From an optimization exercise on the open Yosys and OpenROAD flow, aimed at small area, a short achievable clock period and few clock cycles; shortcuts taken in it are not production practice. For this run, only the layout was checked, not whether the RTL still works.

## design/flow/design.v

```verilog
module CORDIC #(parameter integer W = 32)
(
    input wire clk,
    input wire start,
    input wire signed [31:0] x,
    input wire signed [31:0] y,
    output wire signed [W-1:0]phi,
    output wire done
);
reg [31:0] xr;
reg [31:0] yr;
reg [31:0] z;
reg [4:0] cnt;
reg dn;
reg b27;
wire d = yr[31];
wire [31:0] xs_l0 = cnt[0] ? {{1{yr[31]}}, yr[31:1]} : yr;
wire [31:0] xs_l1 = cnt[1] ? {{2{xs_l0[31]}}, xs_l0[31:2]} : xs_l0;
wire [31:0] xs_l2 = cnt[2] ? {{4{xs_l1[31]}}, xs_l1[31:4]} : xs_l1;
wire [31:0] xs_l3 = cnt[3] ? {{8{xs_l2[31]}}, xs_l2[31:8]} : xs_l2;
wire [31:0] xs_l4 = cnt[4] ? {{16{xs_l3[31]}}, xs_l3[31:16]} : xs_l3;
wire [31:0] xs = xs_l4;
wire [31:0] ys_l0 = cnt[0] ? {{1{xr[31]}}, xr[31:1]} : xr;
wire [31:0] ys_l1 = cnt[1] ? {{2{ys_l0[31]}}, ys_l0[31:2]} : ys_l0;
wire [31:0] ys_l2 = cnt[2] ? {{4{ys_l1[31]}}, ys_l1[31:4]} : ys_l1;
wire [31:0] ys_l3 = cnt[3] ? {{8{ys_l2[31]}}, ys_l2[31:8]} : ys_l2;
wire [31:0] ys_l4 = cnt[4] ? {{16{ys_l3[31]}}, ys_l3[31:16]} : ys_l3;
wire [31:0] ys = ys_l4;
wire [31:0] xa = xs ^ {32{d}};
wire [31:0] ya = ys ^ {32{~d}};
wire [31:0] xn_p = xr ^ xa;
wire [31:0] xn_g = xr & xa;
wire xn_c0 = d;
wire xn_G0_0 = xn_g[0] | (xn_p[0] & xn_c0);
wire xn_G1_1 = xn_g[1] | (xn_p[1] & xn_G0_0);
wire xn_G1_3 = xn_g[3] | (xn_p[3] & xn_g[2]);
wire xn_P1_3 = xn_p[3] & xn_p[2];
wire xn_G1_5 = xn_g[5] | (xn_p[5] & xn_g[4]);
wire xn_P1_5 = xn_p[5] & xn_p[4];
wire xn_G1_7 = xn_g[7] | (xn_p[7] & xn_g[6]);
wire xn_P1_7 = xn_p[7] & xn_p[6];
wire xn_G1_9 = xn_g[9] | (xn_p[9] & xn_g[8]);
wire xn_P1_9 = xn_p[9] & xn_p[8];
wire xn_G1_11 = xn_g[11] | (xn_p[11] & xn_g[10]);
wire xn_P1_11 = xn_p[11] & xn_p[10];
wire xn_G1_13 = xn_g[13] | (xn_p[13] & xn_g[12]);
wire xn_P1_13 = xn_p[13] & xn_p[12];
wire xn_G1_15 = xn_g[15] | (xn_p[15] & xn_g[14]);
wire xn_P1_15 = xn_p[15] & xn_p[14];
wire xn_G1_17 = xn_g[17] | (xn_p[17] & xn_g[16]);
wire xn_P1_17 = xn_p[17] & xn_p[16];
wire xn_G1_19 = xn_g[19] | (xn_p[19] & xn_g[18]);
wire xn_P1_19 = xn_p[19] & xn_p[18];
wire xn_G1_21 = xn_g[21] | (xn_p[21] & xn_g[20]);
wire xn_P1_21 = xn_p[21] & xn_p[20];
wire xn_G1_23 = xn_g[23] | (xn_p[23] & xn_g[22]);
wire xn_P1_23 = xn_p[23] & xn_p[22];
wire xn_G1_25 = xn_g[25] | (xn_p[25] & xn_g[24]);
wire xn_P1_25 = xn_p[25] & xn_p[24];
wire xn_G1_27 = xn_g[27] | (xn_p[27] & xn_g[26]);
wire xn_P1_27 = xn_p[27] & xn_p[26];
wire xn_G1_29 = xn_g[29] | (xn_p[29] & xn_g[28]);
wire xn_P1_29 = xn_p[29] & xn_p[28];
wire xn_G1_31 = xn_g[31] | (xn_p[31] & xn_g[30]);
wire xn_P1_31 = xn_p[31] & xn_p[30];
wire xn_G2_3 = xn_G1_3 | (xn_P1_3 & xn_G1_1);
wire xn_G2_7 = xn_G1_7 | (xn_P1_7 & xn_G1_5);
wire xn_P2_7 = xn_P1_7 & xn_P1_5;
wire xn_G2_11 = xn_G1_11 | (xn_P1_11 & xn_G1_9);
wire xn_P2_11 = xn_P1_11 & xn_P1_9;
wire xn_G2_15 = xn_G1_15 | (xn_P1_15 & xn_G1_13);
wire xn_P2_15 = xn_P1_15 & xn_P1_13;
wire xn_G2_19 = xn_G1_19 | (xn_P1_19 & xn_G1_17);
wire xn_P2_19 = xn_P1_19 & xn_P1_17;
wire xn_G2_23 = xn_G1_23 | (xn_P1_23 & xn_G1_21);
wire xn_P2_23 = xn_P1_23 & xn_P1_21;
wire xn_G2_27 = xn_G1_27 | (xn_P1_27 & xn_G1_25);
wire xn_P2_27 = xn_P1_27 & xn_P1_25;
wire xn_G2_31 = xn_G1_31 | (xn_P1_31 & xn_G1_29);
wire xn_P2_31 = xn_P1_31 & xn_P1_29;
wire xn_G3_7 = xn_G2_7 | (xn_P2_7 & xn_G2_3);
wire xn_G3_15 = xn_G2_15 | (xn_P2_15 & xn_G2_11);
wire xn_P3_15 = xn_P2_15 & xn_P2_11;
wire xn_G3_23 = xn_G2_23 | (xn_P2_23 & xn_G2_19);
wire xn_P3_23 = xn_P2_23 & xn_P2_19;
wire xn_G3_31 = xn_G2_31 | (xn_P2_31 & xn_G2_27);
wire xn_P3_31 = xn_P2_31 & xn_P2_27;
wire xn_G4_15 = xn_G3_15 | (xn_P3_15 & xn_G3_7);
wire xn_G4_31 = xn_G3_31 | (xn_P3_31 & xn_G3_23);
wire xn_P4_31 = xn_P3_31 & xn_P3_23;
wire xn_G5_31 = xn_G4_31 | (xn_P4_31 & xn_G4_15);
wire xn_G6_23 = xn_G3_23 | (xn_P3_23 & xn_G4_15);
wire xn_G7_11 = xn_G2_11 | (xn_P2_11 & xn_G3_7);
wire xn_G7_19 = xn_G2_19 | (xn_P2_19 & xn_G4_15);
wire xn_G7_27 = xn_G2_27 | (xn_P2_27 & xn_G6_23);
wire xn_G8_5 = xn_G1_5 | (xn_P1_5 & xn_G2_3);
wire xn_G8_9 = xn_G1_9 | (xn_P1_9 & xn_G3_7);
wire xn_G8_13 = xn_G1_13 | (xn_P1_13 & xn_G7_11);
wire xn_G8_17 = xn_G1_17 | (xn_P1_17 & xn_G4_15);
wire xn_G8_21 = xn_G1_21 | (xn_P1_21 & xn_G7_19);
wire xn_G8_25 = xn_G1_25 | (xn_P1_25 & xn_G6_23);
wire xn_G8_29 = xn_G1_29 | (xn_P1_29 & xn_G7_27);
wire xn_G9_2 = xn_g[2] | (xn_p[2] & xn_G1_1);
wire xn_G9_4 = xn_g[4] | (xn_p[4] & xn_G2_3);
wire xn_G9_6 = xn_g[6] | (xn_p[6] & xn_G8_5);
wire xn_G9_8 = xn_g[8] | (xn_p[8] & xn_G3_7);
wire xn_G9_10 = xn_g[10] | (xn_p[10] & xn_G8_9);
wire xn_G9_12 = xn_g[12] | (xn_p[12] & xn_G7_11);
wire xn_G9_14 = xn_g[14] | (xn_p[14] & xn_G8_13);
wire xn_G9_16 = xn_g[16] | (xn_p[16] & xn_G4_15);
wire xn_G9_18 = xn_g[18] | (xn_p[18] & xn_G8_17);
wire xn_G9_20 = xn_g[20] | (xn_p[20] & xn_G7_19);
wire xn_G9_22 = xn_g[22] | (xn_p[22] & xn_G8_21);
wire xn_G9_24 = xn_g[24] | (xn_p[24] & xn_G6_23);
wire xn_G9_26 = xn_g[26] | (xn_p[26] & xn_G8_25);
wire xn_G9_28 = xn_g[28] | (xn_p[28] & xn_G7_27);
wire xn_G9_30 = xn_g[30] | (xn_p[30] & xn_G8_29);
wire [31:0] xn = xn_p ^ {xn_G9_30, xn_G8_29, xn_G9_28, xn_G7_27, xn_G9_26, xn_G8_25, xn_G9_24, xn_G6_23, xn_G9_22, xn_G8_21, xn_G9_20, xn_G7_19, xn_G9_18, xn_G8_17, xn_G9_16, xn_G4_15, xn_G9_14, xn_G8_13, xn_G9_12, xn_G7_11, xn_G9_10, xn_G8_9, xn_G9_8, xn_G3_7, xn_G9_6, xn_G8_5, xn_G9_4, xn_G2_3, xn_G9_2, xn_G1_1, xn_G0_0, xn_c0};
wire [31:0] yn_p = yr ^ ya;
wire [31:0] yn_g = yr & ya;
wire yn_c0 = ~d;
wire yn_G0_0 = yn_g[0] | (yn_p[0] & yn_c0);
wire yn_G1_1 = yn_g[1] | (yn_p[1] & yn_G0_0);
wire yn_G1_3 = yn_g[3] | (yn_p[3] & yn_g[2]);
wire yn_P1_3 = yn_p[3] & yn_p[2];
wire yn_G1_5 = yn_g[5] | (yn_p[5] & yn_g[4]);
wire yn_P1_5 = yn_p[5] & yn_p[4];
wire yn_G1_7 = yn_g[7] | (yn_p[7] & yn_g[6]);
wire yn_P1_7 = yn_p[7] & yn_p[6];
wire yn_G1_9 = yn_g[9] | (yn_p[9] & yn_g[8]);
wire yn_P1_9 = yn_p[9] & yn_p[8];
wire yn_G1_11 = yn_g[11] | (yn_p[11] & yn_g[10]);
wire yn_P1_11 = yn_p[11] & yn_p[10];
wire yn_G1_13 = yn_g[13] | (yn_p[13] & yn_g[12]);
wire yn_P1_13 = yn_p[13] & yn_p[12];
wire yn_G1_15 = yn_g[15] | (yn_p[15] & yn_g[14]);
wire yn_P1_15 = yn_p[15] & yn_p[14];
wire yn_G1_17 = yn_g[17] | (yn_p[17] & yn_g[16]);
wire yn_P1_17 = yn_p[17] & yn_p[16];
wire yn_G1_19 = yn_g[19] | (yn_p[19] & yn_g[18]);
wire yn_P1_19 = yn_p[19] & yn_p[18];
wire yn_G1_21 = yn_g[21] | (yn_p[21] & yn_g[20]);
wire yn_P1_21 = yn_p[21] & yn_p[20];
wire yn_G1_23 = yn_g[23] | (yn_p[23] & yn_g[22]);
wire yn_P1_23 = yn_p[23] & yn_p[22];
wire yn_G1_25 = yn_g[25] | (yn_p[25] & yn_g[24]);
wire yn_P1_25 = yn_p[25] & yn_p[24];
wire yn_G1_27 = yn_g[27] | (yn_p[27] & yn_g[26]);
wire yn_P1_27 = yn_p[27] & yn_p[26];
wire yn_G1_29 = yn_g[29] | (yn_p[29] & yn_g[28]);
wire yn_P1_29 = yn_p[29] & yn_p[28];
wire yn_G1_31 = yn_g[31] | (yn_p[31] & yn_g[30]);
wire yn_P1_31 = yn_p[31] & yn_p[30];
wire yn_G2_3 = yn_G1_3 | (yn_P1_3 & yn_G1_1);
wire yn_G2_7 = yn_G1_7 | (yn_P1_7 & yn_G1_5);
wire yn_P2_7 = yn_P1_7 & yn_P1_5;
wire yn_G2_11 = yn_G1_11 | (yn_P1_11 & yn_G1_9);
wire yn_P2_11 = yn_P1_11 & yn_P1_9;
wire yn_G2_15 = yn_G1_15 | (yn_P1_15 & yn_G1_13);
wire yn_P2_15 = yn_P1_15 & yn_P1_13;
wire yn_G2_19 = yn_G1_19 | (yn_P1_19 & yn_G1_17);
wire yn_P2_19 = yn_P1_19 & yn_P1_17;
wire yn_G2_23 = yn_G1_23 | (yn_P1_23 & yn_G1_21);
wire yn_P2_23 = yn_P1_23 & yn_P1_21;
wire yn_G2_27 = yn_G1_27 | (yn_P1_27 & yn_G1_25);
wire yn_P2_27 = yn_P1_27 & yn_P1_25;
wire yn_G2_31 = yn_G1_31 | (yn_P1_31 & yn_G1_29);
wire yn_P2_31 = yn_P1_31 & yn_P1_29;
wire yn_G3_7 = yn_G2_7 | (yn_P2_7 & yn_G2_3);
wire yn_G3_15 = yn_G2_15 | (yn_P2_15 & yn_G2_11);
wire yn_P3_15 = yn_P2_15 & yn_P2_11;
wire yn_G3_23 = yn_G2_23 | (yn_P2_23 & yn_G2_19);
wire yn_P3_23 = yn_P2_23 & yn_P2_19;
wire yn_G3_31 = yn_G2_31 | (yn_P2_31 & yn_G2_27);
wire yn_P3_31 = yn_P2_31 & yn_P2_27;
wire yn_G4_15 = yn_G3_15 | (yn_P3_15 & yn_G3_7);
wire yn_G4_31 = yn_G3_31 | (yn_P3_31 & yn_G3_23);
wire yn_P4_31 = yn_P3_31 & yn_P3_23;
wire yn_G5_31 = yn_G4_31 | (yn_P4_31 & yn_G4_15);
wire yn_G6_23 = yn_G3_23 | (yn_P3_23 & yn_G4_15);
wire yn_G7_11 = yn_G2_11 | (yn_P2_11 & yn_G3_7);
wire yn_G7_19 = yn_G2_19 | (yn_P2_19 & yn_G4_15);
wire yn_G7_27 = yn_G2_27 | (yn_P2_27 & yn_G6_23);
wire yn_G8_5 = yn_G1_5 | (yn_P1_5 & yn_G2_3);
wire yn_G8_9 = yn_G1_9 | (yn_P1_9 & yn_G3_7);
wire yn_G8_13 = yn_G1_13 | (yn_P1_13 & yn_G7_11);
wire yn_G8_17 = yn_G1_17 | (yn_P1_17 & yn_G4_15);
wire yn_G8_21 = yn_G1_21 | (yn_P1_21 & yn_G7_19);
wire yn_G8_25 = yn_G1_25 | (yn_P1_25 & yn_G6_23);
wire yn_G8_29 = yn_G1_29 | (yn_P1_29 & yn_G7_27);
wire yn_G9_2 = yn_g[2] | (yn_p[2] & yn_G1_1);
wire yn_G9_4 = yn_g[4] | (yn_p[4] & yn_G2_3);
wire yn_G9_6 = yn_g[6] | (yn_p[6] & yn_G8_5);
wire yn_G9_8 = yn_g[8] | (yn_p[8] & yn_G3_7);
wire yn_G9_10 = yn_g[10] | (yn_p[10] & yn_G8_9);
wire yn_G9_12 = yn_g[12] | (yn_p[12] & yn_G7_11);
wire yn_G9_14 = yn_g[14] | (yn_p[14] & yn_G8_13);
wire yn_G9_16 = yn_g[16] | (yn_p[16] & yn_G4_15);
wire yn_G9_18 = yn_g[18] | (yn_p[18] & yn_G8_17);
wire yn_G9_20 = yn_g[20] | (yn_p[20] & yn_G7_19);
wire yn_G9_22 = yn_g[22] | (yn_p[22] & yn_G8_21);
wire yn_G9_24 = yn_g[24] | (yn_p[24] & yn_G6_23);
wire yn_G9_26 = yn_g[26] | (yn_p[26] & yn_G8_25);
wire yn_G9_28 = yn_g[28] | (yn_p[28] & yn_G7_27);
wire yn_G9_30 = yn_g[30] | (yn_p[30] & yn_G8_29);
wire [31:0] yn = yn_p ^ {yn_G9_30, yn_G8_29, yn_G9_28, yn_G7_27, yn_G9_26, yn_G8_25, yn_G9_24, yn_G6_23, yn_G9_22, yn_G8_21, yn_G9_20, yn_G7_19, yn_G9_18, yn_G8_17, yn_G9_16, yn_G4_15, yn_G9_14, yn_G8_13, yn_G9_12, yn_G7_11, yn_G9_10, yn_G8_9, yn_G9_8, yn_G3_7, yn_G9_6, yn_G8_5, yn_G9_4, yn_G2_3, yn_G9_2, yn_G1_1, yn_G0_0, yn_c0};
wire [31:0] atab =
    ({32{cnt == 5'd0}} & 32'h6487ed52) |
    ({32{cnt == 5'd1}} & 32'h3b58ce0a) |
    ({32{cnt == 5'd2}} & 32'h1f5b75fa) |
    ({32{cnt == 5'd3}} & 32'h0feadd4e) |
    ({32{cnt == 5'd4}} & 32'h07fd56ee) |
    ({32{cnt == 5'd5}} & 32'h03ffaab8) |
    ({32{cnt == 5'd6}} & 32'h01fff556) |
    ({32{cnt == 5'd7}} & 32'h00fffeaa) |
    ({32{cnt == 5'd8}} & 32'h007fffd6) |
    ({32{cnt == 5'd9}} & 32'h003ffffa) |
    ({32{cnt == 5'd10}} & 32'h00200000) |
    ({32{cnt == 5'd11}} & 32'h00100000) |
    ({32{cnt == 5'd12}} & 32'h00080000) |
    ({32{cnt == 5'd13}} & 32'h00040000) |
    ({32{cnt == 5'd14}} & 32'h00020000) |
    ({32{cnt == 5'd15}} & 32'h00010000) |
    ({32{cnt == 5'd16}} & 32'h00008000) |
    ({32{cnt == 5'd17}} & 32'h00004000) |
    ({32{cnt == 5'd18}} & 32'h00002000) |
    ({32{cnt == 5'd19}} & 32'h00001000) |
    ({32{cnt == 5'd20}} & 32'h00000800) |
    ({32{cnt == 5'd21}} & 32'h00000400) |
    ({32{cnt == 5'd22}} & 32'h00000200) |
    ({32{cnt == 5'd23}} & 32'h00000100) |
    ({32{cnt == 5'd24}} & 32'h00000080) |
    ({32{cnt == 5'd25}} & 32'h00000040) |
    ({32{cnt == 5'd26}} & 32'h00000020);
wire [31:0] za = (d | dn) ? 32'h0 : atab;
wire [31:0] zn_p = z ^ za;
wire [31:0] zn_g = z & za;
wire zn_c0 = 1'b0;
wire zn_G0_0 = zn_g[0] | (zn_p[0] & zn_c0);
wire zn_G1_1 = zn_g[1] | (zn_p[1] & zn_G0_0);
wire zn_G1_3 = zn_g[3] | (zn_p[3] & zn_g[2]);
wire zn_P1_3 = zn_p[3] & zn_p[2];
wire zn_G1_5 = zn_g[5] | (zn_p[5] & zn_g[4]);
wire zn_P1_5 = zn_p[5] & zn_p[4];
wire zn_G1_7 = zn_g[7] | (zn_p[7] & zn_g[6]);
wire zn_P1_7 = zn_p[7] & zn_p[6];
wire zn_G1_9 = zn_g[9] | (zn_p[9] & zn_g[8]);
wire zn_P1_9 = zn_p[9] & zn_p[8];
wire zn_G1_11 = zn_g[11] | (zn_p[11] & zn_g[10]);
wire zn_P1_11 = zn_p[11] & zn_p[10];
wire zn_G1_13 = zn_g[13] | (zn_p[13] & zn_g[12]);
wire zn_P1_13 = zn_p[13] & zn_p[12];
wire zn_G1_15 = zn_g[15] | (zn_p[15] & zn_g[14]);
wire zn_P1_15 = zn_p[15] & zn_p[14];
wire zn_G1_17 = zn_g[17] | (zn_p[17] & zn_g[16]);
wire zn_P1_17 = zn_p[17] & zn_p[16];
wire zn_G1_19 = zn_g[19] | (zn_p[19] & zn_g[18]);
wire zn_P1_19 = zn_p[19] & zn_p[18];
wire zn_G1_21 = zn_g[21] | (zn_p[21] & zn_g[20]);
wire zn_P1_21 = zn_p[21] & zn_p[20];
wire zn_G1_23 = zn_g[23] | (zn_p[23] & zn_g[22]);
wire zn_P1_23 = zn_p[23] & zn_p[22];
wire zn_G1_25 = zn_g[25] | (zn_p[25] & zn_g[24]);
wire zn_P1_25 = zn_p[25] & zn_p[24];
wire zn_G1_27 = zn_g[27] | (zn_p[27] & zn_g[26]);
wire zn_P1_27 = zn_p[27] & zn_p[26];
wire zn_G1_29 = zn_g[29] | (zn_p[29] & zn_g[28]);
wire zn_P1_29 = zn_p[29] & zn_p[28];
wire zn_G1_31 = zn_g[31] | (zn_p[31] & zn_g[30]);
wire zn_P1_31 = zn_p[31] & zn_p[30];
wire zn_G2_3 = zn_G1_3 | (zn_P1_3 & zn_G1_1);
wire zn_G2_7 = zn_G1_7 | (zn_P1_7 & zn_G1_5);
wire zn_P2_7 = zn_P1_7 & zn_P1_5;
wire zn_G2_11 = zn_G1_11 | (zn_P1_11 & zn_G1_9);
wire zn_P2_11 = zn_P1_11 & zn_P1_9;
wire zn_G2_15 = zn_G1_15 | (zn_P1_15 & zn_G1_13);
wire zn_P2_15 = zn_P1_15 & zn_P1_13;
wire zn_G2_19 = zn_G1_19 | (zn_P1_19 & zn_G1_17);
wire zn_P2_19 = zn_P1_19 & zn_P1_17;
wire zn_G2_23 = zn_G1_23 | (zn_P1_23 & zn_G1_21);
wire zn_P2_23 = zn_P1_23 & zn_P1_21;
wire zn_G2_27 = zn_G1_27 | (zn_P1_27 & zn_G1_25);
wire zn_P2_27 = zn_P1_27 & zn_P1_25;
wire zn_G2_31 = zn_G1_31 | (zn_P1_31 & zn_G1_29);
wire zn_P2_31 = zn_P1_31 & zn_P1_29;
wire zn_G3_7 = zn_G2_7 | (zn_P2_7 & zn_G2_3);
wire zn_G3_15 = zn_G2_15 | (zn_P2_15 & zn_G2_11);
wire zn_P3_15 = zn_P2_15 & zn_P2_11;
wire zn_G3_23 = zn_G2_23 | (zn_P2_23 & zn_G2_19);
wire zn_P3_23 = zn_P2_23 & zn_P2_19;
wire zn_G3_31 = zn_G2_31 | (zn_P2_31 & zn_G2_27);
wire zn_P3_31 = zn_P2_31 & zn_P2_27;
wire zn_G4_15 = zn_G3_15 | (zn_P3_15 & zn_G3_7);
wire zn_G4_31 = zn_G3_31 | (zn_P3_31 & zn_G3_23);
wire zn_P4_31 = zn_P3_31 & zn_P3_23;
wire zn_G5_31 = zn_G4_31 | (zn_P4_31 & zn_G4_15);
wire zn_G6_23 = zn_G3_23 | (zn_P3_23 & zn_G4_15);
wire zn_G7_11 = zn_G2_11 | (zn_P2_11 & zn_G3_7);
wire zn_G7_19 = zn_G2_19 | (zn_P2_19 & zn_G4_15);
wire zn_G7_27 = zn_G2_27 | (zn_P2_27 & zn_G6_23);
wire zn_G8_5 = zn_G1_5 | (zn_P1_5 & zn_G2_3);
wire zn_G8_9 = zn_G1_9 | (zn_P1_9 & zn_G3_7);
wire zn_G8_13 = zn_G1_13 | (zn_P1_13 & zn_G7_11);
wire zn_G8_17 = zn_G1_17 | (zn_P1_17 & zn_G4_15);
wire zn_G8_21 = zn_G1_21 | (zn_P1_21 & zn_G7_19);
wire zn_G8_25 = zn_G1_25 | (zn_P1_25 & zn_G6_23);
wire zn_G8_29 = zn_G1_29 | (zn_P1_29 & zn_G7_27);
wire zn_G9_2 = zn_g[2] | (zn_p[2] & zn_G1_1);
wire zn_G9_4 = zn_g[4] | (zn_p[4] & zn_G2_3);
wire zn_G9_6 = zn_g[6] | (zn_p[6] & zn_G8_5);
wire zn_G9_8 = zn_g[8] | (zn_p[8] & zn_G3_7);
wire zn_G9_10 = zn_g[10] | (zn_p[10] & zn_G8_9);
wire zn_G9_12 = zn_g[12] | (zn_p[12] & zn_G7_11);
wire zn_G9_14 = zn_g[14] | (zn_p[14] & zn_G8_13);
wire zn_G9_16 = zn_g[16] | (zn_p[16] & zn_G4_15);
wire zn_G9_18 = zn_g[18] | (zn_p[18] & zn_G8_17);
wire zn_G9_20 = zn_g[20] | (zn_p[20] & zn_G7_19);
wire zn_G9_22 = zn_g[22] | (zn_p[22] & zn_G8_21);
wire zn_G9_24 = zn_g[24] | (zn_p[24] & zn_G6_23);
wire zn_G9_26 = zn_g[26] | (zn_p[26] & zn_G8_25);
wire zn_G9_28 = zn_g[28] | (zn_p[28] & zn_G7_27);
wire zn_G9_30 = zn_g[30] | (zn_p[30] & zn_G8_29);
wire [31:0] zn = zn_p ^ {zn_G9_30, zn_G8_29, zn_G9_28, zn_G7_27, zn_G9_26, zn_G8_25, zn_G9_24, zn_G6_23, zn_G9_22, zn_G8_21, zn_G9_20, zn_G7_19, zn_G9_18, zn_G8_17, zn_G9_16, zn_G4_15, zn_G9_14, zn_G8_13, zn_G9_12, zn_G7_11, zn_G9_10, zn_G8_9, zn_G9_8, zn_G3_7, zn_G9_6, zn_G8_5, zn_G9_4, zn_G2_3, zn_G9_2, zn_G1_1, zn_G0_0, zn_c0};
wire [27:0] phi_hi = z[31:4] + {27'd0, b27};
assign phi = {phi_hi, z[3:0]};
assign done = dn;
always @(posedge clk) begin
    if (start) begin
        xr  <= x;
        yr  <= y;
        z   <= 32'h906dfdfb;
    end else begin
        xr  <= xn;
        yr  <= yn;
        z   <= zn;
    end
    if (start) begin
        cnt <= 5'd0;
        dn  <= 1'b0;
    end else if (!dn) begin
        cnt <= cnt + 5'd1;
        dn  <= (cnt == 5'd26);
        b27 <= ~yn[31];
    end
end
endmodule
```

## design/flow/run.sh

```bash
#!/bin/bash
# synth_recipe.tcl (not shown) runs the flow's synth.tcl, then flattens the netlist and writes it again
# the make line also repeats each setting of config.mk as NAME=value (left out here)
make -C /OpenROAD-flow-scripts/flow DESIGN_CONFIG=/design/flow/config.mk WORK_HOME=/design/flow/orfs CLKGATE_MAP_FILE= SYNTH_SCRIPT=/design/flow/synth_recipe.tcl finish
```

## design/flow/config.mk

```make
export PLATFORM = sky130hd
export DESIGN_NAME = CORDIC
export DESIGN_NICKNAME = CORDIC
export VERILOG_FILES = /design/flow/design.v
export SDC_FILE = /design/flow/constraint.sdc
export NUM_CORES = 4
export LEC_CHECK = 0
export CAP_MARGIN = 20
export CORE_MARGIN = 2
export CORE_UTILIZATION = 40
export SETUP_SLACK_MARGIN = 4
export SLEW_MARGIN = 20
```

## design/flow/constraint.sdc

```tcl
create_clock -name core_clock -period 7.5 [get_ports {clk}]
set_input_delay 1.5000 -clock core_clock [delete_from_list [all_inputs] [get_ports {clk}]]
set_output_delay 1.5000 -clock core_clock [all_outputs]
set_load 0.01 [all_outputs]
```

==> results.yml <==
outcome:
  outcome: "finished clean"
worst_setup_path:
  slowest_delay_ps: 600
  rr_worst_depth: 16
  cp-end-kind: "register"
  cp-start-kind: "register"
  worstSetupPathType: "register to register"
  crit_buf_inv: 3
  cp_num_cells: 16
  critical_path.max_fanout: 8
  crit_required_ps: 7810
  cp_cell_sequence: "buf_12, mux4_2, mux4_2, a211oi_4, mux2i_1, fa_2, nor2b_2, o21ai_2, o211ai_1, a41o_1, inv_2, o32ai_4, buf_6, a2111oi_4, fa_2, o21ai_2"
  worstPathArrival_ps: 4840
  crit_family: "multiplexers"
  cp_slowest_cell: "mux4_2"
route:
  vias: 11400
  drtPass1Iterations: 5
  antenna_left: 0
  drt_iter0_drc: 851
  wl_per_cell_microns: 20.1
  viasPerCell: 5.78
  drcViolationCount: 0
  totalWireLength_microns: 39500
synthesis:
  synthArstFlopShare: 0
  mappedNetlistArea_sq_um: 12100
  avgSynthCellArea_sq_um: 8.47
  synth_flop_cell: "dfxtp_1"
  synth_top_area_share: 0.167
  synth_area_leaders: "dfxtp_1 17%, mux4_2 11%, ha_1 9.5%"
  syn_nets: 1630
  yosysUniqueCellTypes: 70
  yosys_warnings: 1
  netlist_instances: 1425
  synth_edf_count: 1
  synth.largest_area_cell: "dfxtp_1"
  yosys_register_bits: 102
  synth.most_common_cell: "nand2_1"
  seq_area_frac_synth: 0.170
  netlist_top_cells_count: "184 x nand2_1, 128 x o21ai_0, 108 x xnor2_1, 107 x nor2_1, 101 x dfxtp_1"
die:
  start_util: 0.406
  fp.dieArea_sq_um: 31600
  io_pins: 99
  chipWidth_microns: 178
  row_count: 63
  core-area_sq_um: 29700
  fp.dieH_microns: 178
clock_network:
  cts_max_level: 3
  numCtsBuffers: 9
  clock_latency_ps: 380
  clock-sinks: 102
  cts_tree: "done"
  cts.clk_slew.worst_paths_ps: 80
  root_buffer: "clkbuf_16"
  cts_buffer_depth: 2
global_routing:
  grt_most_used_layer: "met2"
  grt_pass1_vias: 10800
  grt_pass1_wl_microns: 59800
  antenna_found_initial: 0
  grt_max_degree: 93
  grt-ovfl-total: 0
  grt_use_met3: 0.0403
  met1_usage: 0.301
  gr-usage-all-layers: 0.245
  gr-usage-met2: 0.419
sta:
  tns_ps: 0
  final-hold-violation-count: 0
  fmax_mhz: 221
  relSlewSlack: 0.430
  slew_viol_final: 0
  clock_skew_ps: 10.9
  setup_slack_ps: 2980
  worstMarginPinSlew_ps: 855
  rsz0062_at_grt: "true"
  setup_violations: 0
  period_share: 0.603
  min_period_ps: 4520
cells_and_area:
  regArea_sq_um: 2070
  multiInputGateArea_sq_um: 10600
  area_growth_pct: 32.0
  n_fill_cell: 2786
  drive_above_1_share: 0.315
  final_cell_area_sq_um: 15900
  antenna_cells: 0
  nets: 1775
placed_design:
  port_buffers: 97
  place_congestion: 0.956
  placed_cell_area_sq_um: 13300
  post-dp-hpwl_microns: 28200
  post-place-ws_ps: 2270
run:
  max_cap_violations: 0
hold_path:
  hold_depth: 2
  hp-class: "register to register"
## repair_timing
action | 4_1_cts | 5_1_grt
gates resized for setup | 201 | 244
setup buffers | 43 | 68
cloned | 0 | 3
endpoints found under the setup margin | 116 | 114
hold buffers | 0 | 0
pin swaps | 36 | 113
## final cells by class
| class | count | share of cell area |
|---|---|---|
| Multi-Input combinational cell | 1161 | 0.664 |
| Tap cell | 390 | 0.0306 |
| Sequential cell | 102 | 0.130 |
| Timing Repair Buffer | 225 | 0.138 |
| Inverter | 71 | 0.0180 |
| Clock inverter | 7 | 0.00503 |
| Clock buffer | 9 | 0.0141 |
## cells by family (layout without fill, tap and decap cells)
family,count (synthesis),after routing,synth area share
buffers and inverters,162,312,0.0573
AOI/OAI and AO/OA,327,327,0.166
and+or+nand+nor,419,419,0.156
other,1,1,0.000311
muxes,124,124,0.167
xor gates and xnor gates,151,151,0.110
DFF,102,102,0.170
adders and majority gates,139,139,0.173
## placed cells by master (no fill, tap or decap), types with 9 or more instances in the layout
cell               n
a211oi_2           9
a21o_1            21
a21oi_1           47
a21oi_2           21
and3_1             9
buf_2             20
buf_4             74
buf_6             39
clkbuf_16         12
clkdlybuf4s50_1   69
dfxtp_1           90
fa_1              12
fa_2              35
ha_1              80
ha_4               9
inv_1             61
mux2_2            14
mux2i_1           26
mux2i_4           13
mux4_2            60
nand2_1          174
nand2b_1          23
nand3_1           13
nand4_1           12
nor2_1            93
nor2_2             9
o21a_1            12
o21ai_0           68
o21ai_1           46
o21ai_2           14
or2_2             10
xnor2_1           96
xnor2_2           12
xor2_1            42
## worst min-delay path, cell delays in order (launching register included)
cell and delay (ps):
dfxtp_1 370, xor2_1 80, nand2b_1 60
## final timing paths
path | startpoint | endpoint | slack (ps)
setup / recovery | cnt[1]$_SDFFE_PP0N_ | yr[28]$_DFF_P_ | 2980
hold / removal | z[31]$_SDFF_PP1_ | z[31]$_SDFF_PP1_ | 540
setup reg to reg | cnt[1]$_SDFFE_PP0N_ | yr[28]$_DFF_P_ | 2980
hold reg to reg | z[31]$_SDFF_PP1_ | z[31]$_SDFF_PP1_ | 540
## flip-flops by register name (all words and copies together) (netlist names)
| signal | count |
|---|---|
| yr | 32 |
| cnt | 5 |
| z | 31 |
| xr | 32 |
| b27 | 1 |
| dn | 1 |
## stage by stage
step	util	hold slack [ps]	instances
after floorplan	-	480	1425
after global placement	0.449	507	1835
after detailed placement	0.449	535	1835
after CTS	0.484	552	1894
after global routing	0.536	596	1965
final	0.536	543	1965
## routing by layer
| metal | up-vias | part of all wire | wire, microns |
|---|---|---|---|
| met5 | - | 0 | 0 |
| met4 | 0 | 0.041 | 1610 |
| met3 | 94 | 0.054 | 2140 |
| met2 | 398 | 0.50 | 19700 |
| met1 | 5545 | 0.41 | 16000 |
| li1 | 5314 | - | - |

## afterwards: timing with drivers on the ports
How much do the figures lean on ideal ports? The routed layout below was timed once more, with nothing changed but the port constraints.
Step 1 assumes that a clkbuf_16 drives the clock port and a buf_2 every other input.
Step 2 adds t to the input delays and takes it off the output delays; t is the mean of the earliest and latest rising clock arrival at the registers after step 1. Input paths then give back, and output paths get back, about the clock's delay inside the block.
Three values: ideal ports, drivers, drivers and shift; two values: the first two.
shift t [ns]: 0.426
setup WS [ns]: 2.976 / 2.976 / 2.976
hold slack, ns: 0.543 / 0.543 / 0.543
worst register clock-pin slew, ns: 0.08 / 0.08
worst data-port slew with drivers (ns): 0.05
After both steps setup and hold are still met in this run. For this run, drivers alone change the setup slack by 0.000 ns; drivers and shift together by 0.000 ns.
